Source: an optimization exercise on an open RTL-to-GDS flow (aim: small area, a short achievable clock period and few clock cycles per item). Production flows keep margins and buffers that such runs may drop.
RTL that was checked went through simulation tests only; none was proved equivalent to the original.
No functional check of the RTL was part of run 1.
Power and IR drop assume default switching activity.

==> flow/design.v (outline; a module is shown in full before it is edited, if it fits) <==
// module multiplier: 1663 lines
// module mul_fa: 4 lines
// module mul_bsel: 3 lines
// module mul_bpp: 3 lines
// module mul_ha: 4 lines
module multiplier #(MANT_BITS=23, EXP_BITS=8)(
	input wire clk,
	input wire reset_n,
	input wire input_valid,
	input logic [EXP_BITS+MANT_BITS:0] in_a,
	input logic [EXP_BITS+MANT_BITS:0] in_b,
	output logic [EXP_BITS+MANT_BITS:0] data_out,
	output logic output_valid
);
  // ...
==> flow/flow/run.sh <==
#!/bin/bash
set -euo pipefail
export BUFFER_PORTS_ARGS="-buffer_cell sky130_fd_sc_hd__buf_4"
bash standard.sh > standard.log 2>&1
==> flow/standard.sh <==
#!/bin/bash
# synth_recipe.tcl (not shown) runs the flow's synth.tcl, then flattens the netlist and writes it again
# the make line also repeats each setting of config.mk as NAME=value (left out here)
make -C /OpenROAD-flow-scripts/flow DESIGN_CONFIG=/design/flow/config.mk WORK_HOME=/design/flow/orfs CLKGATE_MAP_FILE= SYNTH_SCRIPT=/design/flow/synth_recipe.tcl "${@:-finish}"
==> flow/config.mk <==
export PLATFORM = sky130hd
export DESIGN_NAME = multiplier
export DESIGN_NICKNAME = multiplier
export VERILOG_FILES = /design/flow/design.v
export SDC_FILE = /design/flow/constraint.sdc
export NUM_CORES = 4
export LEC_CHECK = 0
export CAP_MARGIN = 20
export CORE_MARGIN = 2
export CORE_UTILIZATION = 65
export SETUP_SLACK_MARGIN = 2.0
export SLEW_MARGIN = 20
export SYNTH_HIERARCHICAL = 1
==> flow/constraint.sdc <==
create_clock -name core_clock -period 8.0 [get_ports {clk}]
set_input_delay 1.6000 -clock core_clock [delete_from_list [all_inputs] [get_ports {clk}]]
set_output_delay 1.6000 -clock core_clock [all_outputs]
set_load 0.01 [all_outputs]
==> flow_metrics.env, run 1 <==
export IMPL_outcome="complete, no violations"
export IMPL_gr_usage_met1_pct=51.6
export IMPL_skew_ns=0.0192
export IMPL_start_kind="primary input"
export IMPL_synthSimpleGateAreaFrac_pct=16.9
export IMPL_power_density_mw_per_mm2=311
export IMPL_synth_adder_area_share_pct=54.0
export IMPL_insertion_delay_ns=0.40
export IMPL_finalWirelength_um=60800
export IMPL_power_leakage_uw=0.00950
export IMPL_synth_edf_count=34
export IMPL_via_per_inst=6.66
export IMPL_seqPwrFrac_pct=15.0
export IMPL_drc=0
export IMPL_antenna_found_initial=0
export IMPL_p_int_uw=3390
export IMPL_rr_worst_depth=12
export IMPL_hold_ws_ns=0.624
export IMPL_yosysMostFrequentCell="nor2_1"
export IMPL_grt_pass1_wl_um=95000
export IMPL_p_comb_uw=5250
export IMPL_pre_cts_slack_ns=1.65
export IMPL_crit_fanout=13
export IMPL_power_frac_comb_pct=77.9
export IMPL_hold_buffers=0
export IMPL_pwr_share_clk_pct=7.1
export IMPL_worst_setup_path_type="primary input to register"
export IMPL_worstSetupEndpoint="rb[16]"
export IMPL_p_seq_uw=1010
==> run 2, diff against run 1 <==
--- a/flow/design.v
+++ b/flow/design.v
@@ -630,21 +630,21 @@
 	mul_fa us593 (pp230, pp253, pp276, s593, c594);
 	wire s595, c596;
 	mul_ha us595 (pp299, pp322, s595, c596);
 	wire s597, c598;
 	mul_fa us597 (pp116, pp139, pp162, s597, c598);
 	wire s599, c600;
 	mul_fa us599 (pp185, pp208, pp231, s599, c600);
 	wire s601, c602;
-	mul_fa us601 (pp24, pp254, pp277, s601, c602);
+	mul_fa us601 (pp254, pp277, pp300, s601, c602);
 	wire s603, c604;
-	mul_fa us603 (pp300, pp323, pp346, s603, c604);
+	mul_fa us603 (pp323, pp346, pp369, s603, c604);
 	wire s605, c606;
-	mul_ha us605 (pp369, pp392, s605, c606);
+	mul_ha us605 (pp392, pp415, s605, c606);
 	wire s607, c608;
 	mul_fa us607 (pp117, pp140, pp163, s607, c608);
 	wire s609, c610;
 	mul_fa us609 (pp186, pp209, pp232, s609, c610);
 	wire s611, c612;
 	mul_fa us611 (pp255, pp278, pp301, s611, c612);
 	wire s613, c614;
 	mul_fa us613 (pp324, pp347, pp370, s613, c614);
@@ -660,21 +660,21 @@
 	mul_fa us623 (pp325, pp348, pp371, s623, c624);
 	wire s625, c626;
 	mul_fa us625 (pp119, pp142, pp165, s625, c626);
 	wire s627, c628;
 	mul_fa us627 (pp188, pp211, pp234, s627, c628);
 	wire s629, c630;
 	mul_fa us629 (pp257, pp280, pp303, s629, c630);
 	wire s631, c632;
-	mul_fa us631 (pp120, pp143, pp166, s631, c632);
+	mul_fa us631 (pp143, pp166, pp189, s631, c632);
 	wire s633, c634;
-	mul_fa us633 (pp189, pp212, pp235, s633, c634);
+	mul_fa us633 (pp212, pp235, pp258, s633, c634);
 	wire s635, c636;
-	mul_fa us635 (pp144, pp167, pp190, s635, c636);
+	mul_fa us635 (pp167, pp190, pp213, s635, c636);
 	wire s637, c638;
 	mul_ha us637 (pp106, pp129, s637, c638);
 	wire s639, c640;
 	mul_fa us639 (pp107, pp130, pp15, s639, c640);
 	wire s641, c642;
 	mul_ha us641 (pp153, pp176, s641, c642);
 	wire s643, c644;
 	mul_fa us643 (pp108, pp131, pp154, s643, c644);
@@ -756,47 +756,47 @@
 	mul_fa us719 (pp460, pp483, pp506, s719, c720);
 	wire s721, c722;
 	mul_fa us721 (pp529, pp69, pp92, s721, c722);
 	wire s723, c724;
 	mul_fa us723 (c588, s595, c584, s723, c724);
 	wire s725, c726;
 	mul_fa us725 (c586, s589, s591, s725, c726);
 	wire s727, c728;
-	mul_fa us727 (pp415, pp438, pp461, s727, c728);
+	mul_fa us727 (pp438, pp461, pp47, s727, c728);
 	wire s729, c730;
-	mul_fa us729 (pp47, pp484, pp507, s729, c730);
+	mul_fa us729 (pp484, pp507, pp530, s729, c730);
 	wire s731, c732;
-	mul_fa us731 (pp530, pp553, pp70, s731, c732);
+	mul_fa us731 (pp70, pp93, c596, s731, c732);
 	wire s733, c734;
-	mul_fa us733 (pp93, c596, s605, s733, c734);
+	mul_fa us733 (s605, pp24, pp553, s733, c734);
 	wire s735, c736;
 	mul_fa us735 (c590, c592, c594, s735, c736);
 	wire s737, c738;
 	mul_fa us737 (s597, s599, s601, s737, c738);
 	wire s739, c740;
-	mul_fa us739 (pp439, pp462, pp48, s739, c740);
+	mul_fa us739 (pp439, pp462, pp485, s739, c740);
 	wire s741, c742;
-	mul_fa us741 (pp485, pp508, pp531, s741, c742);
+	mul_fa us741 (pp508, pp531, pp71, s741, c742);
 	wire s743, c744;
-	mul_fa us743 (pp554, pp71, pp94, s743, c744);
+	mul_fa us743 (pp94, c606, s615, s743, c744);
 	wire s745, c746;
-	mul_fa us745 (c606, s615, c598, s745, c746);
+	mul_fa us745 (pp48, pp554, c598, s745, c746);
 	wire s747, c748;
 	mul_fa us747 (c600, c602, c604, s747, c748);
 	wire s749, c750;
 	mul_fa us749 (s607, s609, s611, s749, c750);
 	wire s751, c752;
 	mul_fa us751 (pp394, pp417, pp440, s751, c752);
 	wire s753, c754;
 	mul_fa us753 (pp463, pp486, pp509, s753, c754);
 	wire s755, c756;
-	mul_fa us755 (pp532, pp555, pp72, s755, c756);
+	mul_fa us755 (pp532, pp95, c616, s755, c756);
 	wire s757, c758;
-	mul_fa us757 (pp95, c616, c608, s757, c758);
+	mul_fa us757 (pp555, pp72, c608, s757, c758);
 	wire s759, c760;
 	mul_fa us759 (c610, c612, c614, s759, c760);
 	wire s761, c762;
 	mul_fa us761 (s617, s619, s621, s761, c762);
 	wire s763, c764;
 	mul_fa us763 (pp326, pp349, pp372, s763, c764);
 	wire s765, c766;
 	mul_fa us765 (pp395, pp418, pp441, s765, c766);
@@ -804,81 +804,81 @@
 	mul_fa us767 (pp464, pp487, pp510, s767, c768);
 	wire s769, c770;
 	mul_fa us769 (pp533, pp556, pp96, s769, c770);
 	wire s771, c772;
 	mul_fa us771 (c618, c620, c622, s771, c772);
 	wire s773, c774;
 	mul_fa us773 (c624, s625, s627, s773, c774);
 	wire s775, c776;
-	mul_fa us775 (pp258, pp281, pp304, s775, c776);
+	mul_fa us775 (pp281, pp304, pp327, s775, c776);
 	wire s777, c778;
-	mul_fa us777 (pp327, pp350, pp373, s777, c778);
+	mul_fa us777 (pp350, pp373, pp396, s777, c778);
 	wire s779, c780;
-	mul_fa us779 (pp396, pp419, pp442, s779, c780);
+	mul_fa us779 (pp419, pp442, pp465, s779, c780);
 	wire s781, c782;
-	mul_fa us781 (pp465, pp488, pp511, s781, c782);
+	mul_fa us781 (pp488, pp511, pp534, s781, c782);
 	wire s783, c784;
-	mul_fa us783 (pp534, pp557, c626, s783, c784);
+	mul_fa us783 (pp120, pp557, c626, s783, c784);
 	wire s785, c786;
 	mul_fa us785 (c628, c630, s631, s785, c786);
 	wire s787, c788;
-	mul_fa us787 (pp213, pp236, pp259, s787, c788);
+	mul_fa us787 (pp236, pp259, pp282, s787, c788);
 	wire s789, c790;
-	mul_fa us789 (pp282, pp305, pp328, s789, c790);
+	mul_fa us789 (pp305, pp328, pp351, s789, c790);
 	wire s791, c792;
-	mul_fa us791 (pp351, pp374, pp397, s791, c792);
+	mul_fa us791 (pp374, pp397, pp420, s791, c792);
 	wire s793, c794;
-	mul_fa us793 (pp420, pp443, pp466, s793, c794);
+	mul_fa us793 (pp443, pp466, pp489, s793, c794);
 	wire s795, c796;
-	mul_fa us795 (pp489, pp512, pp535, s795, c796);
+	mul_fa us795 (pp512, pp535, pp144, s795, c796);
 	wire s797, c798;
 	mul_fa us797 (pp558, c632, c634, s797, c798);
 	wire s799, c800;
-	mul_fa us799 (pp168, pp191, pp214, s799, c800);
+	mul_fa us799 (pp191, pp214, pp237, s799, c800);
 	wire s801, c802;
-	mul_fa us801 (pp237, pp260, pp283, s801, c802);
+	mul_fa us801 (pp260, pp283, pp306, s801, c802);
 	wire s803, c804;
-	mul_fa us803 (pp306, pp329, pp352, s803, c804);
+	mul_fa us803 (pp329, pp352, pp375, s803, c804);
 	wire s805, c806;
-	mul_fa us805 (pp375, pp398, pp421, s805, c806);
+	mul_fa us805 (pp398, pp421, pp444, s805, c806);
 	wire s807, c808;
-	mul_fa us807 (pp444, pp467, pp490, s807, c808);
+	mul_fa us807 (pp467, pp490, pp513, s807, c808);
 	wire s809, c810;
-	mul_fa us809 (pp513, pp536, pp559, s809, c810);
+	mul_fa us809 (pp536, pp168, pp559, s809, c810);
 	wire s811, c812;
-	mul_fa us811 (pp192, pp215, pp238, s811, c812);
+	mul_fa us811 (pp215, pp238, pp261, s811, c812);
 	wire s813, c814;
-	mul_fa us813 (pp261, pp284, pp307, s813, c814);
+	mul_fa us813 (pp284, pp307, pp330, s813, c814);
 	wire s815, c816;
-	mul_fa us815 (pp330, pp353, pp376, s815, c816);
+	mul_fa us815 (pp353, pp376, pp399, s815, c816);
 	wire s817, c818;
-	mul_fa us817 (pp399, pp422, pp445, s817, c818);
+	mul_fa us817 (pp422, pp445, pp468, s817, c818);
 	wire s819, c820;
-	mul_fa us819 (pp468, pp491, pp514, s819, c820);
+	mul_fa us819 (pp491, pp514, pp537, s819, c820);
 	wire s821, c822;
-	mul_fa us821 (pp216, pp239, pp262, s821, c822);
+	mul_fa us821 (pp239, pp262, pp285, s821, c822);
 	wire s823, c824;
-	mul_fa us823 (pp285, pp308, pp331, s823, c824);
+	mul_fa us823 (pp308, pp331, pp354, s823, c824);
 	wire s825, c826;
-	mul_fa us825 (pp354, pp377, pp400, s825, c826);
+	mul_fa us825 (pp377, pp400, pp423, s825, c826);
 	wire s827, c828;
-	mul_fa us827 (pp423, pp446, pp469, s827, c828);
+	mul_fa us827 (pp446, pp469, pp492, s827, c828);
 	wire s829, c830;
-	mul_fa us829 (pp240, pp263, pp286, s829, c830);
+	mul_fa us829 (pp263, pp286, pp309, s829, c830);
 	wire s831, c832;
-	mul_fa us831 (pp309, pp332, pp355, s831, c832);
+	mul_fa us831 (pp332, pp355, pp378, s831, c832);
 	wire s833, c834;
-	mul_fa us833 (pp378, pp401, pp424, s833, c834);
+	mul_fa us833 (pp401, pp424, pp447, s833, c834);
 	wire s835, c836;
-	mul_fa us835 (pp264, pp287, pp310, s835, c836);
+	mul_fa us835 (pp287, pp310, pp333, s835, c836);
 	wire s837, c838;
-	mul_fa us837 (pp333, pp356, pp379, s837, c838);
+	mul_fa us837 (pp356, pp379, pp402, s837, c838);
 	wire s839, c840;
-	mul_fa us839 (pp288, pp311, pp334, s839, c840);
+	mul_fa us839 (pp311, pp334, pp357, s839, c840);
 	wire s841, c842;
 	mul_ha us841 (pp10, pp102, s841, c842);
 	wire s843, c844;
 	mul_fa us843 (pp103, pp11, pp126, s843, c844);
 	wire s845, c846;
 	mul_ha us845 (pp149, pp172, s845, c846);
 	wire s847, c848;
 	mul_fa us847 (pp104, pp12, pp127, s847, c848);
@@ -978,123 +978,123 @@
 	mul_fa us941 (c716, c718, c720, s941, c942);
 	wire s943, c944;
 	mul_fa us943 (c722, s603, s727, s943, c944);
 	wire s945, c946;
 	mul_fa us945 (s729, s731, s733, s945, c946);
 	wire s947, c948;
 	mul_fa us947 (c724, c726, s735, s947, c948);
 	wire s949, c950;
-	mul_fa us949 (c728, c730, c732, s949, c950);
+	mul_fa us949 (c728, c730, s613, s949, c950);
 	wire s951, c952;
-	mul_fa us951 (s613, s739, s741, s951, c952);
+	mul_fa us951 (s739, s741, c732, s951, c952);
 	wire s953, c954;
 	mul_fa us953 (s743, c734, c736, s953, c954);
 	wire s955, c956;
 	mul_fa us955 (c738, s745, s747, s955, c956);
 	wire s957, c958;
-	mul_fa us957 (c740, c742, c744, s957, c958);
+	mul_fa us957 (c740, c742, s623, s957, c958);
 	wire s959, c960;
-	mul_fa us959 (s623, s751, s753, s959, c960);
+	mul_fa us959 (s751, s753, s755, s959, c960);
 	wire s961, c962;
-	mul_fa us961 (s755, c746, c748, s961, c962);
+	mul_fa us961 (c744, c746, c748, s961, c962);
 	wire s963, c964;
 	mul_fa us963 (c750, s757, s759, s963, c964);
 	wire s965, c966;
-	mul_fa us965 (c752, c754, c756, s965, c966);
+	mul_fa us965 (c752, c754, s629, s965, c966);
 	wire s967, c968;
-	mul_fa us967 (s629, s763, s765, s967, c968);
+	mul_fa us967 (s763, s765, s767, s967, c968);
 	wire s969, c970;
-	mul_fa us969 (s767, s769, c758, s969, c970);
+	mul_fa us969 (c756, s769, c758, s969, c970);
 	wire s971, c972;
 	mul_fa us971 (c760, c762, s771, s971, c972);
 	wire s973, c974;
 	mul_fa us973 (c764, c766, c768, s973, c974);
 	wire s975, c976;
-	mul_fa us975 (c770, s633, s775, s975, c976);
+	mul_fa us975 (s633, s775, s777, s975, c976);
 	wire s977, c978;
-	mul_fa us977 (s777, s779, s781, s977, c978);
+	mul_fa us977 (s779, s781, c770, s977, c978);
 	wire s979, c980;
 	mul_fa us979 (c772, c774, s783, s979, c980);
 	wire s981, c982;
 	mul_fa us981 (c776, c778, c780, s981, c982);
 	wire s983, c984;
 	mul_fa us983 (c782, s635, s787, s983, c984);
 	wire s985, c986;
 	mul_fa us985 (s789, s791, s793, s985, c986);
 	wire s987, c988;
 	mul_fa us987 (s795, c784, c786, s987, c988);
 	wire s989, c990;
 	mul_fa us989 (c636, c788, c790, s989, c990);
 	wire s991, c992;
-	mul_fa us991 (c792, c794, c796, s991, c992);
+	mul_fa us991 (c792, c794, s799, s991, c992);
 	wire s993, c994;
-	mul_fa us993 (s799, s801, s803, s993, c994);
+	mul_fa us993 (s801, s803, s805, s993, c994);
 	wire s995, c996;
-	mul_fa us995 (s805, s807, s809, s995, c996);
+	mul_fa us995 (s807, c796, s809, s995, c996);
 	wire s997, c998;
-	mul_fa us997 (pp537, pp560, c800, s997, c998);
+	mul_fa us997 (pp192, pp560, c800, s997, c998);
 	wire s999, c1000;
 	mul_fa us999 (c802, c804, c806, s999, c1000);
 	wire s1001, c1002;
-	mul_fa us1001 (c808, c810, s811, s1001, c1002);
+	mul_fa us1001 (c808, s811, s813, s1001, c1002);
 	wire s1003, c1004;
-	mul_fa us1003 (s813, s815, s817, s1003, c1004);
+	mul_fa us1003 (s815, s817, s819, s1003, c1004);
 	wire s1005, c1006;
-	mul_fa us1005 (pp492, pp515, pp538, s1005, c1006);
+	mul_fa us1005 (pp515, pp538, pp216, s1005, c1006);
 	wire s1007, c1008;
 	mul_fa us1007 (pp561, c812, c814, s1007, c1008);
 	wire s1009, c1010;
 	mul_fa us1009 (c816, c818, c820, s1009, c1010);
 	wire s1011, c1012;
 	mul_fa us1011 (s821, s823, s825, s1011, c1012);
 	wire s1013, c1014;
-	mul_fa us1013 (pp447, pp470, pp493, s1013, c1014);
+	mul_fa us1013 (pp470, pp493, pp516, s1013, c1014);
 	wire s1015, c1016;
-	mul_fa us1015 (pp516, pp539, pp562, s1015, c1016);
+	mul_fa us1015 (pp539, pp240, pp562, s1015, c1016);
 	wire s1017, c1018;
 	mul_fa us1017 (c822, c824, c826, s1017, c1018);
 	wire s1019, c1020;
 	mul_fa us1019 (c828, s829, s831, s1019, c1020);
 	wire s1021, c1022;
-	mul_fa us1021 (pp402, pp425, pp448, s1021, c1022);
+	mul_fa us1021 (pp425, pp448, pp471, s1021, c1022);
 	wire s1023, c1024;
-	mul_fa us1023 (pp471, pp494, pp517, s1023, c1024);
+	mul_fa us1023 (pp494, pp517, pp540, s1023, c1024);
 	wire s1025, c1026;
-	mul_fa us1025 (pp540, pp563, c830, s1025, c1026);
+	mul_fa us1025 (pp264, pp563, c830, s1025, c1026);
 	wire s1027, c1028;
 	mul_fa us1027 (c832, c834, s835, s1027, c1028);
 	wire s1029, c1030;
-	mul_fa us1029 (pp357, pp380, pp403, s1029, c1030);
+	mul_fa us1029 (pp380, pp403, pp426, s1029, c1030);
 	wire s1031, c1032;
-	mul_fa us1031 (pp426, pp449, pp472, s1031, c1032);
+	mul_fa us1031 (pp449, pp472, pp495, s1031, c1032);
 	wire s1033, c1034;
-	mul_fa us1033 (pp495, pp518, pp541, s1033, c1034);
+	mul_fa us1033 (pp518, pp541, pp288, s1033, c1034);
 	wire s1035, c1036;
 	mul_fa us1035 (pp564, c836, c838, s1035, c1036);
 	wire s1037, c1038;
-	mul_fa us1037 (pp312, pp335, pp358, s1037, c1038);
+	mul_fa us1037 (pp335, pp358, pp381, s1037, c1038);
 	wire s1039, c1040;
-	mul_fa us1039 (pp381, pp404, pp427, s1039, c1040);
+	mul_fa us1039 (pp404, pp427, pp450, s1039, c1040);
 	wire s1041, c1042;
-	mul_fa us1041 (pp450, pp473, pp496, s1041, c1042);
+	mul_fa us1041 (pp473, pp496, pp519, s1041, c1042);
 	wire s1043, c1044;
-	mul_fa us1043 (pp519, pp542, pp565, s1043, c1044);
+	mul_fa us1043 (pp542, pp312, pp565, s1043, c1044);
 	wire s1045, c1046;
-	mul_fa us1045 (pp336, pp359, pp382, s1045, c1046);
+	mul_fa us1045 (pp359, pp382, pp405, s1045, c1046);
 	wire s1047, c1048;
-	mul_fa us1047 (pp405, pp428, pp451, s1047, c1048);
+	mul_fa us1047 (pp428, pp451, pp474, s1047, c1048);
 	wire s1049, c1050;
-	mul_fa us1049 (pp474, pp497, pp520, s1049, c1050);
+	mul_fa us1049 (pp497, pp520, pp543, s1049, c1050);
 	wire s1051, c1052;
-	mul_fa us1051 (pp360, pp383, pp406, s1051, c1052);
+	mul_fa us1051 (pp383, pp406, pp429, s1051, c1052);
 	wire s1053, c1054;
-	mul_fa us1053 (pp429, pp452, pp475, s1053, c1054);
+	mul_fa us1053 (pp452, pp475, pp498, s1053, c1054);
 	wire s1055, c1056;
-	mul_fa us1055 (pp384, pp407, pp430, s1055, c1056);
+	mul_fa us1055 (pp407, pp430, pp453, s1055, c1056);
 	wire s1057, c1058;
 	mul_ha us1057 (pp122, pp145, s1057, c1058);
 	wire s1059, c1060;
 	mul_fa us1059 (pp100, pp123, pp146, s1059, c1060);
 	wire s1061, c1062;
 	mul_ha us1061 (pp169, pp31, s1061, c1062);
 	wire s1063, c1064;
 	mul_fa us1063 (pp101, pp124, pp147, s1063, c1064);
@@ -1194,111 +1194,111 @@
 	mul_fa us1157 (s945, c940, s947, s1157, c1158);
 	wire s1159, c1160;
 	mul_fa us1159 (c942, c944, s749, s1159, c1160);
 	wire s1161, c1162;
 	mul_fa us1161 (s949, s951, c946, s1161, c1162);
 	wire s1163, c1164;
 	mul_fa us1163 (c948, s953, s955, s1163, c1164);
 	wire s1165, c1166;
-	mul_fa us1165 (c950, c952, s761, s1165, c1166);
+	mul_fa us1165 (c950, s761, s957, s1165, c1166);
 	wire s1167, c1168;
-	mul_fa us1167 (s957, s959, c954, s1167, c1168);
+	mul_fa us1167 (c952, s959, c954, s1167, c1168);
 	wire s1169, c1170;
 	mul_fa us1169 (c956, s961, s963, s1169, c1170);
 	wire s1171, c1172;
-	mul_fa us1171 (c958, c960, s773, s1171, c1172);
+	mul_fa us1171 (c958, s773, s965, s1171, c1172);
 	wire s1173, c1174;
-	mul_fa us1173 (s965, s967, c962, s1173, c1174);
+	mul_fa us1173 (s967, c960, c962, s1173, c1174);
 	wire s1175, c1176;
 	mul_fa us1175 (c964, s969, s971, s1175, c1176);
 	wire s1177, c1178;
 	mul_fa us1177 (c966, c968, s785, s1177, c1178);
 	wire s1179, c1180;
 	mul_fa us1179 (s973, s975, s977, s1179, c1180);
 	wire s1181, c1182;
 	mul_fa us1181 (c970, c972, s979, s1181, c1182);
 	wire s1183, c1184;
-	mul_fa us1183 (c974, c976, c978, s1183, c1184);
+	mul_fa us1183 (c974, c976, s797, s1183, c1184);
 	wire s1185, c1186;
-	mul_fa us1185 (s797, s981, s983, s1185, c1186);
+	mul_fa us1185 (s981, s983, s985, s1185, c1186);
 	wire s1187, c1188;
-	mul_fa us1187 (s985, c980, s987, s1187, c1188);
+	mul_fa us1187 (c978, c980, s987, s1187, c1188);
 	wire s1189, c1190;
 	mul_fa us1189 (c798, c982, c984, s1189, c1190);
 	wire s1191, c1192;
 	mul_fa us1191 (c986, s989, s991, s1191, c1192);
 	wire s1193, c1194;
 	mul_fa us1193 (s993, s995, c988, s1193, c1194);
 	wire s1195, c1196;
-	mul_fa us1195 (s819, c990, c992, s1195, c1196);
+	mul_fa us1195 (c810, c990, c992, s1195, c1196);
 	wire s1197, c1198;
-	mul_fa us1197 (c994, c996, s1001, s1197, c1198);
+	mul_fa us1197 (c994, s1001, s1003, s1197, c1198);
 	wire s1199, c1200;
-	mul_fa us1199 (s1003, s997, s999, s1199, c1200);
+	mul_fa us1199 (s997, s999, c996, s1199, c1200);
 	wire s1201, c1202;
-	mul_fa us1201 (s1005, s827, c1000, s1201, c1202);
+	mul_fa us1201 (s827, s1005, c1000, s1201, c1202);
 	wire s1203, c1204;
 	mul_fa us1203 (c1002, c1004, c998, s1203, c1204);
 	wire s1205, c1206;
 	mul_fa us1205 (s1007, s1009, s1011, s1205, c1206);
 	wire s1207, c1208;
-	mul_fa us1207 (c1006, s1013, s1015, s1207, c1208);
+	mul_fa us1207 (s1013, s833, c1006, s1207, c1208);
 	wire s1209, c1210;
-	mul_fa us1209 (s833, c1008, c1010, s1209, c1210);
+	mul_fa us1209 (s1015, c1008, c1010, s1209, c1210);
 	wire s1211, c1212;
 	mul_fa us1211 (c1012, s1017, s1019, s1211, c1212);
 	wire s1213, c1214;
-	mul_fa us1213 (c1014, c1016, s1021, s1213, c1214);
+	mul_fa us1213 (c1014, s1021, s1023, s1213, c1214);
 	wire s1215, c1216;
-	mul_fa us1215 (s1023, s837, c1018, s1215, c1216);
+	mul_fa us1215 (s837, c1016, c1018, s1215, c1216);
 	wire s1217, c1218;
 	mul_fa us1217 (c1020, s1025, s1027, s1217, c1218);
 	wire s1219, c1220;
 	mul_fa us1219 (c1022, c1024, s1029, s1219, c1220);
 	wire s1221, c1222;
-	mul_fa us1221 (s1031, s1033, s839, s1221, c1222);
+	mul_fa us1221 (s1031, s839, s1033, s1221, c1222);
 	wire s1223, c1224;
 	mul_fa us1223 (c1026, c1028, s1035, s1223, c1224);
 	wire s1225, c1226;
-	mul_fa us1225 (c1030, c1032, c1034, s1225, c1226);
+	mul_fa us1225 (c1030, c1032, c840, s1225, c1226);
 	wire s1227, c1228;
-	mul_fa us1227 (c840, s1037, s1039, s1227, c1228);
+	mul_fa us1227 (s1037, s1039, s1041, s1227, c1228);
 	wire s1229, c1230;
-	mul_fa us1229 (s1041, s1043, c1036, s1229, c1230);
+	mul_fa us1229 (c1034, s1043, c1036, s1229, c1230);
 	wire s1231, c1232;
-	mul_fa us1231 (pp543, pp566, c1038, s1231, c1232);
+	mul_fa us1231 (pp336, pp566, c1038, s1231, c1232);
 	wire s1233, c1234;
-	mul_fa us1233 (c1040, c1042, c1044, s1233, c1234);
+	mul_fa us1233 (c1040, c1042, s1045, s1233, c1234);
 	wire s1235, c1236;
-	mul_fa us1235 (s1045, s1047, s1049, s1235, c1236);
+	mul_fa us1235 (s1047, s1049, c1044, s1235, c1236);
 	wire s1237, c1238;
-	mul_fa us1237 (pp498, pp521, pp544, s1237, c1238);
+	mul_fa us1237 (pp521, pp544, pp360, s1237, c1238);
 	wire s1239, c1240;
 	mul_fa us1239 (pp567, c1046, c1048, s1239, c1240);
 	wire s1241, c1242;
 	mul_fa us1241 (c1050, s1051, s1053, s1241, c1242);
 	wire s1243, c1244;
-	mul_fa us1243 (pp453, pp476, pp499, s1243, c1244);
+	mul_fa us1243 (pp476, pp499, pp522, s1243, c1244);
 	wire s1245, c1246;
-	mul_fa us1245 (pp522, pp545, pp568, s1245, c1246);
+	mul_fa us1245 (pp545, pp384, pp568, s1245, c1246);
 	wire s1247, c1248;
 	mul_fa us1247 (c1052, c1054, s1055, s1247, c1248);
 	wire s1249, c1250;
-	mul_fa us1249 (pp408, pp431, pp454, s1249, c1250);
+	mul_fa us1249 (pp431, pp454, pp477, s1249, c1250);
 	wire s1251, c1252;
-	mul_fa us1251 (pp477, pp500, pp523, s1251, c1252);
+	mul_fa us1251 (pp500, pp523, pp546, s1251, c1252);
 	wire s1253, c1254;
-	mul_fa us1253 (pp546, pp569, c1056, s1253, c1254);
+	mul_fa us1253 (pp408, pp569, c1056, s1253, c1254);
 	wire s1255, c1256;
-	mul_fa us1255 (pp432, pp455, pp478, s1255, c1256);
+	mul_fa us1255 (pp455, pp478, pp501, s1255, c1256);
 	wire s1257, c1258;
-	mul_fa us1257 (pp501, pp524, pp547, s1257, c1258);
+	mul_fa us1257 (pp524, pp547, pp432, s1257, c1258);
 	wire s1259, c1260;
-	mul_fa us1259 (pp456, pp479, pp502, s1259, c1260);
+	mul_fa us1259 (pp479, pp502, pp525, s1259, c1260);
 	wire s1261, c1262;
 	mul_ha us1261 (pp28, pp5, s1261, c1262);
 	wire s1263, c1264;
 	mul_fa us1263 (pp121, pp29, pp52, s1263, c1264);
 	wire s1265, c1266;
 	mul_ha us1265 (pp6, pp75, s1265, c1266);
 	wire s1267, c1268;
 	mul_fa us1267 (pp30, pp53, pp7, s1267, c1268);
@@ -1384,77 +1384,77 @@
 	mul_fa us1347 (c1166, s1171, c1168, s1347, c1348);
 	wire s1349, c1350;
 	mul_fa us1349 (c1170, s1173, s1175, s1349, c1350);
 	wire s1351, c1352;
 	mul_fa us1351 (c1172, s1177, s1179, s1351, c1352);
 	wire s1353, c1354;
 	mul_fa us1353 (c1174, c1176, s1181, s1353, c1354);
 	wire s1355, c1356;
-	mul_fa us1355 (c1178, c1180, s1183, s1355, c1356);
+	mul_fa us1355 (c1178, s1183, s1185, s1355, c1356);
 	wire s1357, c1358;
-	mul_fa us1357 (s1185, c1182, s1187, s1357, c1358);
+	mul_fa us1357 (c1180, c1182, s1187, s1357, c1358);
 	wire s1359, c1360;
 	mul_fa us1359 (c1184, c1186, s1189, s1359, c1360);
 	wire s1361, c1362;
 	mul_fa us1361 (s1191, c1188, s1193, s1361, c1362);
 	wire s1363, c1364;
 	mul_fa us1363 (c1190, c1192, s1195, s1363, c1364);
 	wire s1365, c1366;
 	mul_fa us1365 (s1197, s1199, c1194, s1365, c1366);
 	wire s1367, c1368;
-	mul_fa us1367 (c1196, c1198, c1200, s1367, c1368);
+	mul_fa us1367 (c1196, c1198, s1201, s1367, c1368);
 	wire s1369, c1370;
-	mul_fa us1369 (s1201, s1203, s1205, s1369, c1370);
+	mul_fa us1369 (s1203, s1205, c1200, s1369, c1370);
 	wire s1371, c1372;
 	mul_fa us1371 (s1207, c1202, c1204, s1371, c1372);
 	wire s1373, c1374;
 	mul_fa us1373 (c1206, s1209, s1211, s1373, c1374);
 	wire s1375, c1376;
-	mul_fa us1375 (c1208, s1213, c1210, s1375, c1376);
+	mul_fa us1375 (s1213, c1208, c1210, s1375, c1376);
 	wire s1377, c1378;
 	mul_fa us1377 (c1212, s1215, s1217, s1377, c1378);
 	wire s1379, c1380;
 	mul_fa us1379 (c1214, s1219, s1221, s1379, c1380);
 	wire s1381, c1382;
 	mul_fa us1381 (c1216, c1218, s1223, s1381, c1382);
 	wire s1383, c1384;
-	mul_fa us1383 (c1220, c1222, s1225, s1383, c1384);
+	mul_fa us1383 (c1220, s1225, s1227, s1383, c1384);
 	wire s1385, c1386;
-	mul_fa us1385 (s1227, c1224, s1229, s1385, c1386);
+	mul_fa us1385 (c1222, c1224, s1229, s1385, c1386);
 	wire s1387, c1388;
 	mul_fa us1387 (c1226, c1228, s1231, s1387, c1388);
 	wire s1389, c1390;
 	mul_fa us1389 (s1233, s1235, c1230, s1389, c1390);
 	wire s1391, c1392;
 	mul_fa us1391 (s1237, c1232, c1234, s1391, c1392);
 	wire s1393, c1394;
-	mul_fa us1393 (c1236, s1239, s1241, s1393, c1394);
+	mul_fa us1393 (s1239, s1241, c1236, s1393, c1394);
 	wire s1395, c1396;
-	mul_fa us1395 (c1238, s1243, s1245, s1395, c1396);
+	mul_fa us1395 (s1243, c1238, s1245, s1395, c1396);
 	wire s1397, c1398;
 	mul_fa us1397 (c1240, c1242, s1247, s1397, c1398);
 	wire s1399, c1400;
-	mul_fa us1399 (c1244, c1246, s1249, s1399, c1400);
+	mul_fa us1399 (c1244, s1249, s1251, s1399, c1400);
 	wire s1401, c1402;
-	mul_fa us1401 (s1251, c1248, s1253, s1401, c1402);
+	mul_fa us1401 (c1246, c1248, s1253, s1401, c1402);
 	wire s1403, c1404;
 	mul_fa us1403 (pp570, c1250, c1252, s1403, c1404);
 	wire s1405, c1406;
 	mul_fa us1405 (s1255, s1257, c1254, s1405, c1406);
 	wire s1407, c1408;
-	mul_fa us1407 (pp525, pp548, pp571, s1407, c1408);
+	mul_fa us1407 (pp548, pp456, pp571, s1407, c1408);
 	wire s1409, c1410;
-	mul_fa us1409 (c1256, c1258, s1259, s1409, c1410);
+	mul_fa us1409 (c1256, s1259, c1258, s1409, c1410);
 	wire s1411, c1412;
-	mul_fa us1411 (pp480, pp503, pp526, s1411, c1412);
+	mul_fa us1411 (pp503, pp526, pp549, s1411, c1412);
 	wire s1413, c1414;
-	mul_fa us1413 (pp549, pp572, c1260, s1413, c1414);
+	mul_fa us1413 (pp480, pp572, c1260, s1413, c1414);
 	wire s1415, c1416;
-	mul_fa us1415 (pp504, pp527, pp550, s1415, c1416);
+	mul_fa us1415 (pp527, pp550, pp504, s1415, c1416);
 	wire s1417, c1418;
 	mul_ha us1417 (pp27, pp4, s1417, c1418);
 	wire s1419, c1420;
 	mul_fa us1419 (pp51, pp74, pp97, s1419, c1420);
 	wire s1421, c1422;
 	mul_fa us1421 (pp98, c1262, s1265, s1421, c1422);
 	wire s1423, c1424;
 	mul_fa us1423 (c1266, c1264, s1267, s1423, c1424);
@@ -1496,49 +1496,49 @@
 	mul_fa us1459 (c1336, s1339, c1338, s1459, c1460);
 	wire s1461, c1462;
 	mul_fa us1461 (c1340, s1343, c1342, s1461, c1462);
 	wire s1463, c1464;
 	mul_fa us1463 (c1344, c1346, s1347, s1463, c1464);
 	wire s1465, c1466;
 	mul_fa us1465 (s1351, c1348, c1350, s1465, c1466);
 	wire s1467, c1468;
-	mul_fa us1467 (c1352, s1355, c1354, s1467, c1468);
+	mul_fa us1467 (s1355, c1352, c1354, s1467, c1468);
 	wire s1469, c1470;
 	mul_fa us1469 (c1356, s1359, c1358, s1469, c1470);
 	wire s1471, c1472;
 	mul_fa us1471 (c1360, s1363, c1362, s1471, c1472);
 	wire s1473, c1474;
 	mul_fa us1473 (c1364, s1367, s1369, s1473, c1474);
 	wire s1475, c1476;
-	mul_fa us1475 (c1368, c1370, s1371, s1475, c1476);
+	mul_fa us1475 (c1368, s1371, s1373, s1475, c1476);
 	wire s1477, c1478;
 	mul_fa us1477 (c1372, c1374, s1375, s1477, c1478);
 	wire s1479, c1480;
 	mul_fa us1479 (s1379, c1376, c1378, s1479, c1480);
 	wire s1481, c1482;
-	mul_fa us1481 (c1380, s1383, c1382, s1481, c1482);
+	mul_fa us1481 (s1383, c1380, c1382, s1481, c1482);
 	wire s1483, c1484;
 	mul_fa us1483 (c1384, s1387, c1386, s1483, c1484);
 	wire s1485, c1486;
 	mul_fa us1485 (c1388, s1391, s1393, s1485, c1486);
 	wire s1487, c1488;
-	mul_fa us1487 (s1395, c1392, c1394, s1487, c1488);
+	mul_fa us1487 (s1395, c1392, s1397, s1487, c1488);
 	wire s1489, c1490;
-	mul_fa us1489 (c1396, s1399, c1398, s1489, c1490);
+	mul_fa us1489 (s1399, c1396, c1398, s1489, c1490);
 	wire s1491, c1492;
 	mul_fa us1491 (c1400, s1403, c1402, s1491, c1492);
 	wire s1493, c1494;
 	mul_fa us1493 (s1407, c1404, s1409, s1493, c1494);
 	wire s1495, c1496;
-	mul_fa us1495 (c1408, s1411, c1410, s1495, c1496);
+	mul_fa us1495 (s1411, c1408, s1413, s1495, c1496);
 	wire s1497, c1498;
 	mul_fa us1497 (pp573, c1412, s1415, s1497, c1498);
 	wire s1499, c1500;
-	mul_fa us1499 (pp528, pp551, pp574, s1499, c1500);
+	mul_fa us1499 (pp551, pp528, pp574, s1499, c1500);
 	wire s1501, c1502;
 	mul_ha us1501 (pp26, pp3, s1501, c1502);
 	wire s1503, c1504;
 	mul_fa us1503 (pp50, pp73, s1417, s1503, c1504);
 	wire s1505, c1506;
 	mul_fa us1505 (c1418, s1261, s1419, s1505, c1506);
 	wire s1507, c1508;
 	mul_fa us1507 (c1420, s1263, s1421, s1507, c1508);
@@ -1590,51 +1590,51 @@
 	mul_fa us1553 (s1357, c1466, s1467, s1553, c1554);
 	wire s1555, c1556;
 	mul_fa us1555 (s1361, c1468, s1469, s1555, c1556);
 	wire s1557, c1558;
 	mul_fa us1557 (s1365, c1470, s1471, s1557, c1558);
 	wire s1559, c1560;
 	mul_fa us1559 (c1366, s1473, c1472, s1559, c1560);
 	wire s1561, c1562;
-	mul_fa us1561 (s1373, c1474, s1475, s1561, c1562);
+	mul_fa us1561 (c1370, s1475, c1474, s1561, c1562);
 	wire s1563, c1564;
 	mul_fa us1563 (s1377, c1476, s1477, s1563, c1564);
 	wire s1565, c1566;
 	mul_fa us1565 (s1381, c1478, s1479, s1565, c1566);
 	wire s1567, c1568;
 	mul_fa us1567 (s1385, c1480, s1481, s1567, c1568);
 	wire s1569, c1570;
 	mul_fa us1569 (s1389, c1482, s1483, s1569, c1570);
 	wire s1571, c1572;
 	mul_fa us1571 (c1390, s1485, c1484, s1571, c1572);
 	wire s1573, c1574;
-	mul_fa us1573 (s1397, c1486, s1487, s1573, c1574);
+	mul_fa us1573 (c1394, s1487, c1486, s1573, c1574);
 	wire s1575, c1576;
 	mul_fa us1575 (s1401, c1488, s1489, s1575, c1576);
 	wire s1577, c1578;
 	mul_fa us1577 (s1405, c1490, s1491, s1577, c1578);
 	wire s1579, c1580;
 	mul_fa us1579 (c1406, s1493, c1492, s1579, c1580);
 	wire s1581, c1582;
-	mul_fa us1581 (s1413, c1494, s1495, s1581, c1582);
+	mul_fa us1581 (c1410, s1495, c1494, s1581, c1582);
 	wire s1583, c1584;
 	mul_fa us1583 (c1414, s1497, c1496, s1583, c1584);
 	wire s1585, c1586;
 	mul_fa us1585 (c1416, s1499, c1498, s1585, c1586);
 	wire s1587, c1588;
 	mul_fa us1587 (pp552, pp575, c1500, s1587, c1588);
-wire [12:0] lo_sum = {1'b0, {c1518, c1516, c1514, c1512, c1510, c1508, c1506, c1504, c1502, pp49, pp2, pp1}} + {1'b0, {s1519, s1517, s1515, s1513, s1511, s1509, s1507, s1505, s1503, s1501, pp25, 1'b0}};
-logic [35:0] ra, rb;
+wire [16:0] lo_sum = {1'b0, {c1526, c1524, c1522, c1520, c1518, c1516, c1514, c1512, c1510, c1508, c1506, c1504, c1502, pp49, pp2, pp1}} + {1'b0, {s1527, s1525, s1523, s1521, s1519, s1517, s1515, s1513, s1511, s1509, s1507, s1505, s1503, s1501, pp25, 1'b0}};
+logic [31:0] ra, rb;
 logic rc;
 logic sgn, inf_r, zero_r;
 always_ff @(posedge clk) begin
-	ra <= {1'b0, pp576, s1587, s1585, c1582, s1581, c1578, c1576, c1574, s1573, c1570, c1568, c1566, c1564, c1562, s1561, c1558, c1556, c1554, c1552, c1550, c1548, c1546, c1544, c1542, c1540, c1538, c1536, c1534, c1532, c1530, c1528, c1526, c1524, c1522, c1520};
-	rb <= {1'b0, c1588, c1586, c1584, s1583, c1580, s1579, s1577, s1575, c1572, s1571, s1569, s1567, s1565, s1563, c1560, s1559, s1557, s1555, s1553, s1551, s1549, s1547, s1545, s1543, s1541, s1539, s1537, s1535, s1533, s1531, s1529, s1527, s1525, s1523, s1521};
-	rc <= lo_sum[12];
+	ra <= {1'b0, pp576, s1587, s1585, s1583, s1581, c1578, c1576, s1575, s1573, c1570, c1568, c1566, c1564, s1563, s1561, c1558, c1556, c1554, c1552, c1550, c1548, c1546, c1544, c1542, c1540, c1538, c1536, c1534, c1532, c1530, c1528};
+	rb <= {1'b0, c1588, c1586, c1584, c1582, c1580, s1579, s1577, c1574, c1572, s1571, s1569, s1567, s1565, c1562, c1560, s1559, s1557, s1555, s1553, s1551, s1549, s1547, s1545, s1543, s1541, s1539, s1537, s1535, s1533, s1531, s1529};
+	rc <= lo_sum[16];
 	sgn <= in_a[31] ^ in_b[31];
 	inf_r <= (ea == 8'hff) || (eb == 8'hff) || (esum >= 10'd382);
 	zero_r <= (za && in_a[22:0] == 0) || (zb && in_b[22:0] == 0) || (esum < 10'd128);
 	if (st == IDLE) begin
 		e <= 9'(esum - 10'd127);
 		s126_r <= (esum == 10'd128);
 	end else if (shifting)
 		e <= e - 9'd1;
@@ -1647,21 +1647,21 @@
 		output_valid <= (st == MUL) || (st == IDLE && input_valid && !slow);
 		case (st)
 			IDLE: if (input_valid && slow) st <= SHIFT;
 			SHIFT: if (!shifting) st <= MUL;
 			default: st <= IDLE;
 		endcase
 	end
 end
-wire [36:0] ps = {ra, 1'b1} + {rb, rc};    
-wire [35:0] p = ps[36:1];                     
-wire p47 = p[35];
-wire p46 = p[34];
-wire [22:0] mo = p47 ? p[34:12] : p[33:11];
+wire [32:0] ps = {ra, 1'b1} + {rb, rc};    
+wire [31:0] p = ps[32:1];                     
+wire p47 = p[31];
+wire p46 = p[30];
+wire [22:0] mo = p47 ? p[30:8] : p[29:7];
 wire [7:0] e1 = e[7:0] + 8'd1;
 wire [7:0] eo = p47 ? e1 : (s126_r && !p46) ? 8'd0 : e[7:0];
 assign data_out = {sgn, inf_r ? {8'hff, 23'd0} : zero_r ? 31'd0 : {eo, mo}};
 endmodule
 module mul_fa(input a, input b, input c, output s, output co);
 	assign s = a ^ b ^ c;
 	assign co = (a & b) | (a & c) | (b & c);
 endmodule
==> flow_metrics.env, run 2 <==
export IMPL_mostFrequentLayoutCell="nor2_1"
export IMPL_fmax_mhz=169
export IMPL_finalCriticalPeriod_ns=5.91
export IMPL_tightest_slew_ns=1.01
export IMPL_wl_per_cell_um=24.8
export IMPL_synth_compound_area_share_pct=6.76
export IMPL_critPathArrivalTime_ns=6.20
export IMPL_cp_required_ns=8.28
export IMPL_layout_common_cells="633 x nor2_1, 484 x fa_1, 167 x buf_4, 83 x a21oi_1, 80 x ha_1"
export IMPL_rsz0062_at_grt="no"
export IMPL_core_area_mm2=0.0295
export IMPL_initial_core_util_pct=65.8
export IMPL_synth_async_sr_flop_share_pct=2.88
export IMPL_grt_max_degree=61
export IMPL_synth_adder_area_share_pct=55.1
export IMPL_num_rows=63
export IMPL_power_leakage_uw=0.00939
export IMPL_num_vias=15700
export IMPL_seq_area_frac_synth_pct=12.6
export IMPL_outcome="complete, no violations"
export IMPL_drv_cap=0
export IMPL_cts_buffers=9
export IMPL_tritoncts="built"
export IMPL_worst_path_stages=14
export IMPL_r2r_start="st[1]"
export IMPL_crit_fanout=11
export IMPL_grt_pass1_wl_um=91800
export IMPL_setup_tns_ns=0
export IMPL_via_per_inst=6.59
export IMPL_finalSetupViolCount=0
export IMPL_synthesis_nets=2568
export IMPL_htree_levels=3
export IMPL_grt_pass1_vias=16800
export IMPL_crit_top_cell="fa_1"
export IMPL_max_clock_path_buffers=2
export IMPL_gp_congestion=0.930
export IMPL_worstSetupEndpoint="rc"
export IMPL_power_density_mw_per_mm2=320
export IMPL_regToRegSetupSlack_ns=2.19
export IMPL_syn_avg_cell_area_um2=10.0
export IMPL_netlist_instances=1937
export IMPL_io_pins=100
export IMPL_yosysTopAreaCellShare_pct=50.0
export IMPL_hold_violations=0
export IMPL_rr_worst_depth=13
export IMPL_syn_to_final_growth_pct=9.33
export IMPL_grt_overflow_total=0
export IMPL_cts_root_buf="clkbuf_16"
export IMPL_skew_ns=0.0144
export IMPL_yosysMostFrequentCell="nor2_1"
export IMPL_clock_sinks=104
export IMPL_fin_crit_sh_pct=73.9
export IMPL_clk_pin_slew_ns=0.08
export IMPL_die_h_um=177
export IMPL_dp_hpwl_um=43500
export IMPL_finalWirelength_um=58900
export IMPL_synth_cell_types=70
export IMPL_critical_path_cell_chain="buf_4 > mux2i_2 > buf_4 > nor2_1 > fa_1 > fa_1 > fa_1 > fa_1 > fa_1 > ha_1 > nor2b_1 > o21ai_0 > nand2b_1 > a221o_1"
export IMPL_ys_seq_elements=104
export IMPL_drt_pass1_iterations=6
export IMPL_yosys_warnings=7
export IMPL_fin_nets=2614
export IMPL_worst_setup_path_type="primary input to register"
export IMPL_endpoint_kind="register"
export IMPL_dieArea_mm2=0.0312
export IMPL_synth_edf_count=34
export IMPL_antenna_found_initial=0
export IMPL_die_w_um=177
export IMPL_instances_no_fill=2378
export IMPL_timing_final_max_slew_violations=0
export IMPL_num_antenna_cells=0
export IMPL_drt_iter0_drc=1630
export IMPL_r2r_end="rb[10]"
export IMPL_crit_slowest_cell="mux2i_2"
export IMPL_critPathMaxStageDelay_ns=0.64
export IMPL_synth_area_leader_cell="fa_1"
export IMPL_muxShareOfSynthArea_pct=3.67
export IMPL_critical_path_startpoint="in_a[0]"
export IMPL_synthTopCellsByCount="634 x nor2_1, 484 x fa_1, 122 x clkbuf_1"
export IMPL_synth_flop_cell="dfxtp_1"
export IMPL_port_buffers=99
export IMPL_drc=0
export IMPL_synth_area_mm2=0.0194
export IMPL_slew_headroom_pct=31.4
export IMPL_dp_cells=2353
export IMPL_layout_drive_gt1_share_pct=12.7
export IMPL_holdCritPathClass="register to register"
export IMPL_start_kind="primary input"
export IMPL_synthSimpleGateAreaFrac_pct=17.2
export IMPL_ant_nets=0
export IMPL_ir_worst_vdd_uv=251
export IMPL_critPathTopFamily="adder cells"
export IMPL_synth_top_family_by_area="adder cells"
export IMPL_insertion_delay_ns=0.39
export IMPL_yosys_top_cells_area="fa_1 50%, nor2_1 12%, dfxtp_1 6.9%, edfxtp_1 5.3%, ha_1 5.2%"
export IMPL_gr_usage_all_layers_pct=39.5
export IMPL_worst_path_buf_inv=2
export IMPL_fillCellCount=2250
export IMPL_synthXorXnorAreaFrac_pct=1.63
export IMPL_top_regs="ra x31, rb x31, sh x24"
## run 2: cell types whose count changed in the layout (fill, tap and decap cells not counted), sizes merged, moves of 4 or more
cell | before | now
xnor2 | 20 | 24
a21oi | 81 | 85
a211oi | 14 | 10
nor3 | 18 | 10
o21ai | 35 | 28
nand2b | 8 | 12
nor2 | 649 | 634
nand2 | 41 | 53
o31a | 5 | 1
dfxtp | 75 | 67
## run 2: per-stage QoR
step	hold slack [ns]	power, uW	area (um2)	util [%]	setup slack [ns]
6_report	0.584	6790	21200	71.9	2.09
5_1_grt	0.636	7420	21200	71.9	2.03
4_1_cts	0.583	6810	21100	71.6	1.98
3_5_place_dp	0.566	6300	20800	70.5	1.76
2_1_floorplan	0.478	4490	19400	-	2.02
3_3_place_gp	0.560	6100	20800	70.5	1.78
## run 2: cell families (layout without fill, tap and decap cells)
logic type,Yosys count,after routing
AO/OA/AOI/OAI,202,202
XOR/XNOR,36,36
adder cells (fa/ha/maj),564,564
buffers and inverters,153,204
flip-flops,104,104
multiplexers,71,71
AND/OR/NAND/NOR,807,807
## run 2: worst reg2reg max path: stages, from the launching register on
cell     delay, ns
dfrtp_1       0.47
inv_1         0.14
nor3_4        0.36
buf_12        0.26
mux2i_2       0.75
buf_4         0.31
nor2_1        0.08
fa_1          0.47
fa_1          0.52
fa_1          0.44
fa_1          0.51
fa_1          0.42
fa_1          0.53
fa_1          0.42
## run 2: cell type report
type                            instances  area [um2]  share of cell area (%)
Multi-Input combinational cell       1680       16600                    78.3
Sequential cell                       104        2440                    11.5
Timing Repair Buffer                  169        1300                    6.14
Tap cell                              390         488                    2.30
Clock buffer                           11         264                    1.25
Inverter                               19        71.3                   0.336
Clock inverter                          5        35.0                   0.165
## run 2: how the worst min path moves through the flow
| stage | start | end | slack (ns) | cells past startpoint |
|---|---|---|---|---|
| 6_report | st[1] | st[0] | 0.58 | 1 |
| 5_1_grt | st[1] | st[0] | 0.64 | 1 |
| 4_1_cts | st[1] | st[0] | 0.58 | 1 |
| 3_5_place_dp | st[1] | st[0] | 0.57 | 1 |
| 3_3_place_gp | sh[23] | sh[23] | 0.56 | 2 |
| 2_1_floorplan | st[1] | st[0] | 0.48 | 1 |
## run 2: Yosys stat by module, one instance, submodules excluded
module / flip-flops and latches / cells inside
mul_fa: 0 / 1
mul_ha: 0 / 1
multiplier: 104 / 1431
## run 2: repair_timing
action	4_1_cts	5_1_grt
pin swaps	1	1
endpoints found under the setup margin	6	28
gates cloned	0	0
resized for setup	1	3
hold buffers	0	0
setup buffers	4	4
## run 2: report_power, final
group / switching (uW) / internal [uW]
combinational: 3040 / 2380
clock: 227 / 240
sequential: 92.1 / 815
total: 3360 / 3430
## run 2: routing by layer
metal  wire length [um]  GRT usage [%]  vias up
met3               6930           11.5      283
li1                   -              -     6362
met4               3370           19.9        0
met1              21300           50.5     7840
met2              27300           61.9     1180
met5                  0              0        -
Testbench counts of run 2, summed over its fixed seeds: cycles 3,200, items 3,200.
==> run 3, diff against run 2 <==
--- a/flow/config.mk
+++ b/flow/config.mk
@@ -10,3 +10,3 @@
 export CORE_UTILIZATION = 65
-export SETUP_SLACK_MARGIN = 2.0
+export SETUP_SLACK_MARGIN = 3.0
 export SLEW_MARGIN = 20
==> flow_metrics.env, run 3 <==
export IMPL_stop_stage="global routing"
export IMPL_dp_hpwl_um=43200
export IMPL_seq_area_frac_synth_pct=12.6
export IMPL_htree_levels=3
export IMPL_clock_sinks=104
export IMPL_yosys_warnings=7
export IMPL_yosys_top_cells_area="fa_1 50%, nor2_1 12%, dfxtp_1 6.9%, edfxtp_1 5.3%, ha_1 5.2%"
export IMPL_port_buffers=99
export IMPL_grt_overflow_total=73
export IMPL_netlist_instances=1937
export IMPL_cts_buffers=9
export IMPL_grt_max_degree=61
export IMPL_synth_edf_count=34
export IMPL_synthesis_nets=2568
export IMPL_synth_flop_cell="dfxtp_1"
export IMPL_syn_avg_cell_area_um2=10.0
export IMPL_die_h_um=177
export IMPL_hold_buffers=0
export IMPL_die_w_um=177
export IMPL_gp_congestion=0.938
export IMPL_ys_seq_elements=104
export IMPL_endpoint_type="register data pin"
export IMPL_firstError="[ERROR GRT-0232] Routing congestion too high. Check the congestion heatmap in the GUI."
export IMPL_worstEndpointGrtRepair="rc$_DFF_P_/D"
export IMPL_yosysMostFrequentCell="nor2_1"
export IMPL_yosysTopAreaCellShare_pct=50.0
export IMPL_io_pins=100
export IMPL_cts_root_buf="clkbuf_16"
export IMPL_placed_area_mm2=0.0210
export IMPL_num_rows=63
export IMPL_initial_core_util_pct=65.8
export IMPL_synth_async_sr_flop_share_pct=2.88
export IMPL_synth_cell_types=70
export IMPL_gr_usage_all_layers_pct=68.4
export IMPL_outcome="aborted with a tool error"
export IMPL_synth_area_mm2=0.0194
export IMPL_synth_area_leader_cell="fa_1"
export IMPL_synthTopCellsByCount="634 x nor2_1, 484 x fa_1, 122 x clkbuf_1"
export IMPL_max_clock_path_buffers=2
[run 3: cell counts after synthesis]
No cell type changed its count.
[run 3: worst max path at each step]
stage                     slack [ns]      from      to
after floorplan                 2.31  in_a[24]  rb[11]
after global placement          1.53  in_b[28]   rb[8]
after detailed placement        1.50  in_b[28]   rb[8]
after CTS                       2.74   in_a[4]      rc
[run 3: cells by family after synthesis]
family | count (synthesis) | synth area share, %
buffers and inverters | 153 | 3.09
muxes | 71 | 3.67
adders and majority gates | 564 | 55.1
AOI/OAI and AO/OA | 202 | 6.76
xor gates and xnor gates | 36 | 1.63
DFF | 104 | 12.6
and+or+nand+nor | 807 | 17.2
[run 3: power by group through the flow]
stage | clock (uW) | sequential [uW] | combinational (uW)
detailed placement | 0 | 918 | 5490
CTS | 488 | 915 | 5840
floorplan | 0 | 879 | 3720
global placement | 0 | 915 | 5350
[run 3: metrics by stage]
step	std cells	power (uW)	worst slack [ns]
after CTS	2536	7240	2.74
after global placement	2342	6260	1.53
after detailed placement	2342	6410	1.50
after floorplan	1937	4600	2.31
[run 3: what timing repair did]
item / CTS
gates resized for setup: 246
gates cloned: 28
hold endpoints to repair: 0
setup endpoints to repair: 88
pin swaps: 85
buffers inserted: 150
[run 3: routing by layer]
| layer | GRT overflow | GRT usage (%) |
|---|---|---|
| met5 | 0 | 34.5 |
| met2 | 43 | 86.0 |
| met1 | 1 | 70.1 |
| met4 | 29 | 64.4 |
| met3 | 0 | 49.7 |
[run 3: per-module statistics from Yosys, one instance, submodules excluded]
module / times used / area [um2]
mul_fa: 483 / 20.0
mul_ha: 23 / 12.5
multiplier: 1 / 9430
==> run 4, diff against run 3 <==
--- a/flow/config.mk
+++ b/flow/config.mk
@@ -10,3 +10,3 @@
 export CORE_UTILIZATION = 65
-export SETUP_SLACK_MARGIN = 3.0
+export SETUP_SLACK_MARGIN = 3.5
 export SLEW_MARGIN = 20
==> flow_metrics.env, run 4 <==
export IMPL_die_w_um=177
export IMPL_synth_area_leader_cell="fa_1"
export IMPL_max_clock_path_buffers=2
export IMPL_gp_congestion=0.942
export IMPL_synth_edf_count=34
export IMPL_synth_async_sr_flop_share_pct=2.88
export IMPL_port_buffers=99
export IMPL_num_rows=63
export IMPL_cts_buffers=9
export IMPL_endpoint_type="register data pin"
export IMPL_worstEndpointGrtRepair="rb[8]$_DFF_P_/D"
export IMPL_grt_max_degree=61
export IMPL_yosysTopAreaCellShare_pct=50.0
export IMPL_gr_usage_all_layers_pct=70.4
export IMPL_synth_flop_cell="dfxtp_1"
export IMPL_dp_hpwl_um=44000
export IMPL_htree_levels=3
export IMPL_syn_avg_cell_area_um2=10.0
export IMPL_grt_overflow_total=12
export IMPL_stop_stage="global routing"
export IMPL_outcome="aborted with a tool error"
export IMPL_synthesis_nets=2568
export IMPL_yosys_warnings=7
export IMPL_hold_buffers=0
export IMPL_netlist_instances=1937
export IMPL_seq_area_frac_synth_pct=12.6
export IMPL_firstError="[ERROR GRT-0232] Routing congestion too high. Check the congestion heatmap in the GUI."
export IMPL_yosysMostFrequentCell="nor2_1"
export IMPL_synth_cell_types=70
export IMPL_synthTopCellsByCount="634 x nor2_1, 484 x fa_1, 122 x clkbuf_1"
export IMPL_cts_root_buf="clkbuf_16"
export IMPL_synth_area_mm2=0.0194
export IMPL_clock_sinks=104
export IMPL_yosys_top_cells_area="fa_1 50%, nor2_1 12%, dfxtp_1 6.9%, edfxtp_1 5.3%, ha_1 5.2%"
export IMPL_io_pins=100
export IMPL_initial_core_util_pct=65.8
export IMPL_die_h_um=177
export IMPL_ys_seq_elements=104
==> run 4: cell counts after synthesis <==
Identical to the previous run, type by type.
==> run 4: worst min path at each step <==
stage                     startpoint  endpoint  slack, ns  depth (start not counted)
after floorplan                st[1]     st[0]       0.48                          1
after global placement         st[1]     st[0]       0.56                          1
after detailed placement       st[1]     st[0]       0.56                          1
after CTS                      st[1]     st[0]       0.52                          1
==> run 4: through the flow <==
step | util (%) | instance area, um2 | worst slack [ns] | cells | total power [uW]
after detailed placement | 71.8 | 21200 | 1.68 | 2338 | 6470
after floorplan | - | 20700 | 2.31 | 1937 | 4660
after global placement | 71.8 | 21200 | 1.66 | 2338 | 6290
after CTS | 87.0 | 25600 | 2.68 | 2602 | 8100
==> run 4: what timing repair did <==
item | in CTS
cloned | 26
hold endpoints to repair | 0
pin swaps | 125
resized for setup | 345
setup endpoints to repair | 96
buffers inserted | 222
==> run 4: per-layer routing <==
metal / overflow / track usage (%)
met5: 0 / 29.3
met4: 8 / 68.0
met3: 0 / 51.4
met2: 4 / 89.8
met1: 0 / 70.7
==> run 4: power by group through the flow <==
stage	Combinational, uW	Sequential (uW)	Clock [uW]
4_1_cts	6660	948	487
2_1_floorplan	3780	881	0
3_5_place_dp	5550	921	0
3_3_place_gp	5370	916	0
==> run 4: cells by family after synthesis <==
family	count (synthesis)	synth area share [%]
multiplexers	71	3.67
AND/OR/NAND/NOR	807	17.2
AO/OA/AOI/OAI	202	6.76
adder cells (fa/ha/maj)	564	55.1
flip-flops	104	12.6
buffers and inverters	153	3.09
XOR/XNOR	36	1.63
==> run 4: per-module statistics from Yosys, one instance, submodules excluded <==
module / cell area, um2 / cells inside / flip-flops and latches / copies in the design
mul_fa: 20.0 / 1 / 0 / 483
multiplier: 9430 / 1431 / 104 / 1
mul_ha: 12.5 / 1 / 0 / 23
==> run 5, diff against run 4 <==
--- a/flow/config.mk
+++ b/flow/config.mk
@@ -9,4 +9,4 @@
 export CORE_MARGIN = 2
-export CORE_UTILIZATION = 65
-export SETUP_SLACK_MARGIN = 3.5
+export CORE_UTILIZATION = 45
+export SETUP_SLACK_MARGIN = 3.0
 export SLEW_MARGIN = 20
==> flow_metrics.env, run 5 <==
export IMPL_outcome="complete, no violations"
export IMPL_synth_area_leader_cell="fa_1"
export IMPL_gp_congestion=0.868
export IMPL_yosysTopAreaCellShare_pct=50.0
export IMPL_finalWirelength_um=71600
export IMPL_drt_iter0_drc=1734
export IMPL_synth_flop_cell="dfxtp_1"
export IMPL_initial_core_util_pct=45.3
export IMPL_grt_pass1_wl_um=105000
export IMPL_htree_levels=3
export IMPL_regToRegSetupSlack_ns=2.78
export IMPL_yosys_warnings=7
export IMPL_grt_pass1_vias=17700
export IMPL_finalCriticalPeriod_ns=5.31
export IMPL_layout_drive_gt1_share_pct=28.9
export IMPL_timing_final_max_slew_violations=0
export IMPL_port_buffers=99
export IMPL_synthTopCellsByCount="634 x nor2_1, 484 x fa_1, 122 x clkbuf_1"
export IMPL_synthesis_nets=2568
export IMPL_ys_seq_elements=104
export IMPL_num_vias=16900
export IMPL_mostFrequentLayoutCell="nor2_1"
export IMPL_clk_pin_slew_ns=0.09
export IMPL_rsz0062_at_grt="yes"
export IMPL_num_antenna_cells=0
export IMPL_dieArea_mm2=0.0448
export IMPL_gr_usage_all_layers_pct=32.0
export IMPL_synth_async_sr_flop_share_pct=2.88
export IMPL_insertion_delay_ns=0.41
export IMPL_fmax_mhz=188
export IMPL_tritoncts="built"
export IMPL_cts_root_buf="clkbuf_16"
export IMPL_layout_common_cells="614 x nor2_1, 372 x fa_1, 243 x buf_4, 112 x fa_2, 79 x a21oi_1"
export IMPL_cts_buffers=9
export IMPL_seq_area_frac_synth_pct=12.6
export IMPL_worst_setup_path_type="primary input to register"
export IMPL_io_pins=100
export IMPL_cp_required_ns=8.30
export IMPL_power_leakage_uw=0.0108
export IMPL_final_util_pct=59.4
export IMPL_via_per_inst=6.16
export IMPL_setup_tns_ns=0
export IMPL_synth_edf_count=34
export IMPL_syn_avg_cell_area_um2=10.0
export IMPL_power_density_mw_per_mm2=287
export IMPL_post_route_cell_area_mm2=0.0254
export IMPL_yosysMostFrequentCell="nor2_1"
export IMPL_finalSetupViolCount=0
export IMPL_yosys_top_cells_area="fa_1 50%, nor2_1 12%, dfxtp_1 6.9%, edfxtp_1 5.3%, ha_1 5.2%"
export IMPL_start_kind="primary input"
export IMPL_hold_violations=0
export IMPL_drv_cap=0
export IMPL_max_clock_path_buffers=2
export IMPL_core_area_mm2=0.0428
export IMPL_ant_nets=0
export IMPL_wl_per_cell_um=26.1
export IMPL_grt_overflow_total=0
export IMPL_ir_worst_vdd_uv=241
export IMPL_drt_pass1_iterations=6
export IMPL_clock_sinks=104
export IMPL_num_rows=76
export IMPL_tightest_slew_ns=1.05
export IMPL_antenna_found_initial=1
export IMPL_critPathArrivalTime_ns=5.61
export IMPL_fin_crit_sh_pct=66.4
export IMPL_die_h_um=212
export IMPL_total_power_uw=7300
export IMPL_netlist_instances=1937
export IMPL_synth_cell_types=70
export IMPL_skew_ns=0.0149
export IMPL_drc=0
export IMPL_placed_area_mm2=0.0212
export IMPL_syn_to_final_growth_pct=31.0
export IMPL_slew_headroom_pct=30.3
export IMPL_endpoint_kind="register"
export IMPL_crit_fanout=8
export IMPL_holdCritPathClass="register to register"
export IMPL_grt_max_degree=61
export IMPL_die_w_um=212
export IMPL_fin_nets=2822
export IMPL_synth_area_mm2=0.0194
export IMPL_top_regs="ra x31, rb x31, sh x24"
export IMPL_hold_buffers=0
export IMPL_dp_hpwl_um=44800
[run 5: cell counts after synthesis]
No cell type changed its count.
[run 5: worst max-delay path, cell delays in order]
cell	delay [ns]
buf_4	0.13
mux2i_4	0.16
buf_12	0.17
buf_4	0.19
nor2_1	0.10
fa_1	0.47
fa_1	0.51
fa_1	0.56
fa_1	0.47
fa_1	0.58
ha_4	0.22
nand4_1	0.08
nor2_1	0.06
a221o_1	0.30
[run 5: cell families (layout without fill, tap and decap cells)]
logic type	count (synthesis)	in the layout	share of synthesized area [%]
AND/OR/NAND/NOR	807	807	17.2
adder cells (fa/ha/maj)	564	564	55.1
AO/OA/AOI/OAI	202	203	6.76
buffers and inverters	153	400	3.09
flip-flops	104	104	12.6
multiplexers	71	82	3.67
XOR/XNOR	36	36	1.63
[run 5: metrics by stage]
stage	hold slack [ns]	instances	setup WS, ns
final	0.519	2742	2.69
after global placement	0.559	2494	1.71
after global routing	0.535	2742	2.59
after CTS	0.573	2678	2.73
after floorplan	0.478	1937	2.31
after detailed placement	0.576	2495	1.69
[run 5: area by class of cell]
| cell class | count | area, um2 |
|---|---|---|
| multi-input combinational | 1692 | 17900 |
| fill | 3406 | 17400 |
| timing repair buffer | 365 | 4020 |
| sequential | 104 | 2440 |
| tap | 546 | 683 |
| clock buffer | 9 | 225 |
| clock inverter | 7 | 87.6 |
| inverter | 19 | 71.3 |
[run 5: path summary, 6_finish.rpt]
kind                       startpoint      endpoint  cells after the start
min in group asynchronous     reset_n  output_valid                      1
min reg2reg                     st[1]         st[0]                      1
max                          in_b[14]            rc                     14
max in group asynchronous     reset_n         st[1]                      1
max reg2reg                     st[1]            rc                     16
min                             st[1]         st[0]                      1
[run 5: per-layer routing]
metal	vias to the layer above	share of wire (%)	GRT usage (%)
met5	-	0.018	0
met4	2	5.8	15.2
met3	307	13	11.0
met2	1174	45	49.5
met1	8567	37	40.5
li1	6838	-	-
[run 5: power breakdown]
group	total (uW)	leakage (uW)	internal [uW]	switching, uW
Combinational	5870	0.00969	2780	3090
Clock	493	0.000153	249	244
Sequential	942	0.000962	816	127
Total	7300	0.0108	3840	3460
[run 5: per-module statistics from Yosys (local to each module, per instance)]
| module | flops+latches | area (um2) | times used |
|---|---|---|---|
| multiplier | 104 | 9430 | 1 |
| mul_fa | 0 | 20.0 | 483 |
| mul_ha | 0 | 12.5 | 23 |
[run 5: timing repair]
action / in CTS / in global routing
pin swaps: 37 / 72
resized for setup: 176 / 123
setup endpoints to repair: 90 / 59
cloned: 19 / 5
buffers inserted: 148 / 58

## static timing again, ports no longer ideal
In the flow no input, the clock included, has a driving cell. The finished layouts below were timed again as built, in two steps. Step 1 (the two cells are an assumption about what drives the block):
set clk [get_ports {clk}]
set_driving_cell -lib_cell sky130_fd_sc_hd__clkbuf_16 $clk
set_driving_cell -lib_cell sky130_fd_sc_hd__buf_2 [delete_from_list [all_inputs] $clk]
Step 2 times the ports against the registers' clock, not the clock port: input delays grow and output delays shrink by t, the midpoint of the rising clock arrivals with the driver on. Three values: ideal, step 1, step 2; two values: the first two.
| run | t, ns | setup slack, ns | worst setup path at the end | latest minus earliest clock arrival (ns) | cell pins on the clock port's net |
|---|---|---|---|---|---|
| run 1 | 0.441 | 2.088 / 2.107 / 1.666 | input to register | 0.020 / 0.021 | 1 |
| run 2 | 0.444 | 2.089 / 2.125 / 1.681 | input to register | 0.015 / 0.014 | 1 |
| run 5 | 0.453 | 2.692 / 2.704 / 2.251 | input to register | 0.015 / 0.015 | 1 |
After both steps setup and hold are still met in every run listed. For run 5, which loses most, drivers alone change the setup slack by +0.012 ns; drivers and shift together by -0.441 ns.
